Source: an optimization exercise on an open RTL-to-GDS flow (aim: small area). Production flows keep margins and buffers that such runs may drop. In this exercise RTL edits were held to simulation tests only and were not proved equivalent to the original. Power and IR drop assume default switching activity.

==> run H <==
==> flow/design.v <==
`timescale 1ns/1ps
module master_ahb(
  input  logic        clk_master,
  input  logic        rst_master,
  input  logic        HREADY,
  input  logic [31:0] HRDATA,
  input  logic [31:0] data_top,
  input  logic        write_top,
  input  logic [3:0]  beat_length,
  input  logic        enb,
  input  logic [31:0] addr_top,
  input  logic        wrap_enb,
  output logic [31:0] HADDR,
  output logic        HWRITE,
  output logic [2:0]  HSIZE,
  output logic [31:0] HWDATA,
  output logic [2:0]  HBURST,
  output logic [1:0]  HTRANS,
  output logic fifo_empty,
  output logic fifo_full
);
  logic [31:0] mem [0:15];
  logic [4:0]  fifo_count;    
  logic [3:0]  hw_ptr;        
  logic        hw_valid;      
  logic        st_addr, st_data;   
  logic        burst;              
  logic [1:0]  count;              
  logic push, pop, empty, shift, start;
  assign empty = (fifo_count == 5'd0);
  assign push  = write_top && !fifo_count[4];
  assign pop   = st_data && HREADY && !empty;
  assign start = !st_addr && !st_data && enb && HREADY && !empty &&
                 ((beat_length == 4'd1 && !wrap_enb) || beat_length == 4'd4);
  assign shift = push || empty;
  assign fifo_empty = empty;
  assign fifo_full  = fifo_count[4] || (fifo_count[3:0] == 4'hF);
  always_ff @(posedge clk_master) begin
    if (shift) begin
      mem[0] <= data_top;
      for (int i = 1; i < 16; i++) mem[i] <= mem[i-1];
    end
  end
  always_ff @(posedge clk_master) begin
    if (empty) hw_ptr <= 4'd0;
    else       hw_ptr <= fifo_count[3:0] - 4'd1 + {3'b0, push};
  end
  always_ff @(posedge clk_master or posedge rst_master) begin
    if (rst_master) begin
      fifo_count <= 5'd0;
      hw_valid   <= 1'b0;
      st_addr    <= 1'b0;
      st_data    <= 1'b0;
      burst      <= 1'b0;
      count      <= 2'd0;
      HADDR      <= 32'h0;
      HTRANS     <= 2'b00;
    end else begin
      if (push && !pop)      fifo_count <= fifo_count + 5'd1;
      else if (pop && !push) fifo_count <= fifo_count - 5'd1;
      hw_valid <= st_data && (!empty || !burst);
      HTRANS[1] <= st_addr || st_data;
      HTRANS[0] <= st_data && burst;
      if (start) begin
        burst <= (beat_length == 4'd4);
        HADDR <= addr_top;
        count <= 2'd0;
      end else if (!st_addr && !st_data) begin
        burst <= 1'b0;
      end
      st_addr <= start;
      if (st_addr)
        st_data <= 1'b1;
      else if (st_data && HREADY && (!burst || count == 2'd3))
        st_data <= 1'b0;
      if (st_data && HREADY && burst) begin
        count <= count + 2'd1;
        if (wrap_enb && HADDR[3:0] == 4'hC)
          HADDR[3:2] <= 2'b00;
        else
          HADDR[31:2] <= HADDR[31:2] + 30'd1;
      end
    end
  end
  logic [15:0] rsel;
  always_comb begin
    for (int i = 0; i < 16; i++) rsel[i] = hw_valid && (hw_ptr == i[3:0]);
  end
  always_comb begin
    HWDATA = 32'h0;
    for (int i = 0; i < 16; i++) HWDATA = HWDATA | (mem[i] & {32{rsel[i]}});
  end
  assign HWRITE = st_addr || HTRANS[1];
  assign HSIZE  = 3'b010;
  assign HBURST = {1'b0, burst, burst};
endmodule
==> flow/flow/run.sh <==
#!/bin/bash
# The standard layout (standard.sh) with these changes:
#  - after the standard synthesis, its combinational cells are re-mapped for
#    area (flow/remap.tcl; registers untouched);
#  - port buffers use the smallest buffer (buf_1);
#  - clock tree synthesis without dummy loads, with small clkbuf_4 clusters.
# Each tool's output goes to a log file in this folder (and ORFS's own logs
# under orfs/logs).
set -euo pipefail
cd "$(dirname "$0")/.."
W=$PWD
export BUFFER_PORTS_ARGS="-buffer_cell sky130_fd_sc_hd__buf_1"
export CTS_ARGS="-sink_clustering_enable -repair_clock_nets -dont_use_dummy_load -buf_list sky130_fd_sc_hd__clkbuf_8 -sink_clustering_size 20 -sink_clustering_max_diameter 45"

# 1. standard synthesis, unchanged
bash standard.sh synth > flow_synth.log 2>&1

# 2. re-map the combinational logic
R=$W/orfs/results/$FLOW_PLATFORM/master_ahb/base
cp "$R/1_2_yosys.v" "$W/standard_synth.v"
YOSYS=yosys
if [[ -x "$FLOW_HOME/../tools/install/yosys/bin/yosys" ]]; then YOSYS="$FLOW_HOME/../tools/install/yosys/bin/yosys"; fi
export REMAP_LIB="$FLOW_HOME/platforms/$FLOW_PLATFORM/lib/sky130_fd_sc_hd__tt_025C_1v80.lib"
export REMAP_DONT_USE="$(sed -n '/DONT_USE_CELLS/,/^$/p' "$FLOW_HOME/platforms/$FLOW_PLATFORM/config.mk" | grep -o 'sky130_fd_sc_hd__[a-z0-9_]*' | tr '\n' ' ')"
export REMAP_IN="$W/standard_synth.v" REMAP_OUT="$W/remapped.v" REMAP_DIR="$W" REMAP_SCRIPT="$W/flow/remap.abc"
"$YOSYS" -c "$W/flow/remap.tcl" > remap_yosys.log 2>&1
cp "$W/remapped.v" "$R/1_2_yosys.v"
sleep 1
touch "$R/1_2_yosys.v"

# 3. the rest of the standard layout, from the re-mapped netlist
bash standard.sh finish > flow_finish.log 2>&1
==> flow/flow/remap.abc <==
strash
&get -n
&fraig -x
&put
scorr
dc2
strash
&get -n
&dch -f
&nf -a -R 1000
&put
==> flow/flow/remap.tcl <==
# Re-map the combinational cells of the standard synthesis netlist for area.
# Flip-flop cells are kept as black boxes, so every register keeps its
# instance name, its cell type and its connections; only the logic between
# registers and ports is re-mapped (ABC, area-oriented), with the platform's
# don't-use cells excluded.
yosys -import
set lib $::env(REMAP_LIB)
read_liberty -ignore_miss_func $lib
blackbox sky130_fd_sc_hd__df* sky130_fd_sc_hd__edf* sky130_fd_sc_hd__sdf* sky130_fd_sc_hd__sedf* sky130_fd_sc_hd__dl* sky130_fd_sc_hd__conb_1
read_verilog $::env(REMAP_IN)
hierarchy -top $::env(FLOW_TOP)
tee -o $::env(REMAP_DIR)/remap_before.txt stat -liberty $lib
flatten
opt -fast
set dont_use {}
foreach c $::env(REMAP_DONT_USE) { lappend dont_use -dont_use $c }
abc -liberty $lib {*}$dont_use -script $::env(REMAP_SCRIPT)
# flatten dropped the cell modules: read them back as black boxes so that
# the checks below know the cells' pin directions
read_liberty -lib -overwrite $lib
# wires named after the flattened cells' pins (cell.pin) get internal names
yosys rename -hide w:*.*
setundef -zero
splitnets
opt_clean -purge
hilomap -singleton -hicell sky130_fd_sc_hd__conb_1 HI -locell sky130_fd_sc_hd__conb_1 LO
insbuf -buf sky130_fd_sc_hd__buf_1 A X
opt_clean -purge
check -assert -mapped
hierarchy -top $::env(FLOW_TOP)
tee -o $::env(REMAP_DIR)/remap_after.txt stat -liberty $lib
write_verilog -noattr -nohex -nodec $::env(REMAP_OUT)
==> flow/standard.sh <==
#!/bin/bash
# synth_recipe.tcl (not shown) runs the flow's synth.tcl, then flattens the netlist and writes it again
# the make line also repeats each setting of config.mk as NAME=value (left out here)
make -C /OpenROAD-flow-scripts/flow DESIGN_CONFIG=/design/flow/config.mk WORK_HOME=/design/flow/orfs CLKGATE_MAP_FILE= SYNTH_SCRIPT=/design/flow/synth_recipe.tcl "${@:-finish}"
==> flow/config.mk <==
export PLATFORM = sky130hd
export DESIGN_NAME = master_ahb
export DESIGN_NICKNAME = master_ahb
export VERILOG_FILES = /design/flow/design.v
export SDC_FILE = /design/flow/constraint.sdc
export NUM_CORES = 4
export LEC_CHECK = 0
export CAP_MARGIN = 20
export CORE_MARGIN = 2
export CORE_UTILIZATION = 60
export PLACE_DENSITY = 0.6
export SLEW_MARGIN = 20
==> flow/constraint.sdc <==
create_clock -name core_clock -period 5.0 [get_ports {clk_master}]
set_input_delay 1.0000 -clock core_clock [delete_from_list [all_inputs] [get_ports {clk_master}]]
set_output_delay 1.0000 -clock core_clock [all_outputs]
set_load 0.01 [all_outputs]
==> run C: changes against run H <==
--- a/flow/flow/run.sh
+++ b/flow/flow/run.sh
@@ -10,7 +10,7 @@
 cd "$(dirname "$0")/.."
 W=$PWD
 export BUFFER_PORTS_ARGS="-buffer_cell sky130_fd_sc_hd__buf_1"
-export CTS_ARGS="-sink_clustering_enable -repair_clock_nets -dont_use_dummy_load -buf_list sky130_fd_sc_hd__clkbuf_8 -sink_clustering_size 20 -sink_clustering_max_diameter 45"
+export CTS_ARGS="-sink_clustering_enable -repair_clock_nets -dont_use_dummy_load -buf_list sky130_fd_sc_hd__clkbuf_4 -sink_clustering_size 12 -sink_clustering_max_diameter 30"
 
 # 1. standard synthesis, unchanged
 bash standard.sh synth > flow_synth.log 2>&1
==> run_results.csv <==
group,metric,value,unit
timing,layout_setup_ws,0.695,ns
clocking,clk_pin_slew_worst_paths,0.11,ns
run_status,status,"no timing/DRC/antenna violations",
pwr,pwr-share-seq,69.3,%
pwr,switchingPower,3210,uW
drt,wl,45.4,mm
pwr,clockPowerShare,20.4,%
finish,diodes,2,
drt,vias,11900,
# the run above: run C

==> run_results.csv <==
group,metric,value,unit
clocking,htreeDepth,2,
pwr,pwr-share-seq,70.2,%
clocking,clk_pin_slew_worst_paths,0.09,ns
pwr,switchingPower,3120,uW
finish,final_util,68.1,%
floorplanning,ioPinCount,181,
drt,vias,11600,
run_status,status,"no timing/DRC/antenna violations",
pwr,powerDensity,516,mW/mm^2
pwr,clockPowerShare,19.4,%
finish,nFillCells,2233,
timing,layout_setup_ws,0.851,ns
hold_path,hold_depth,0,
# the run above: run H

## re-timing with driven ports
The results above use ideal ports. As a check the final layouts listed here were re-extracted and re-timed, cells and wires unchanged.
Step 1 assumes that a clkbuf_16 drives the clock port and a buf_2 every other input.
Step 2 also shifts input and output timing later by t, the mid clock arrival at the registers, as if the neighbouring blocks saw the same clock.
Three values: ideal, step 1, step 2; two values: the first two.
run | t (ns) | setup WS [ns] | pins driven straight from the clock port
run H | 0.639 | 0.851 / 0.802 / 1.112 | 1
run C | 0.793 | 0.695 / 0.646 / 1.144 | 1
After both steps every run listed still meets setup and hold.
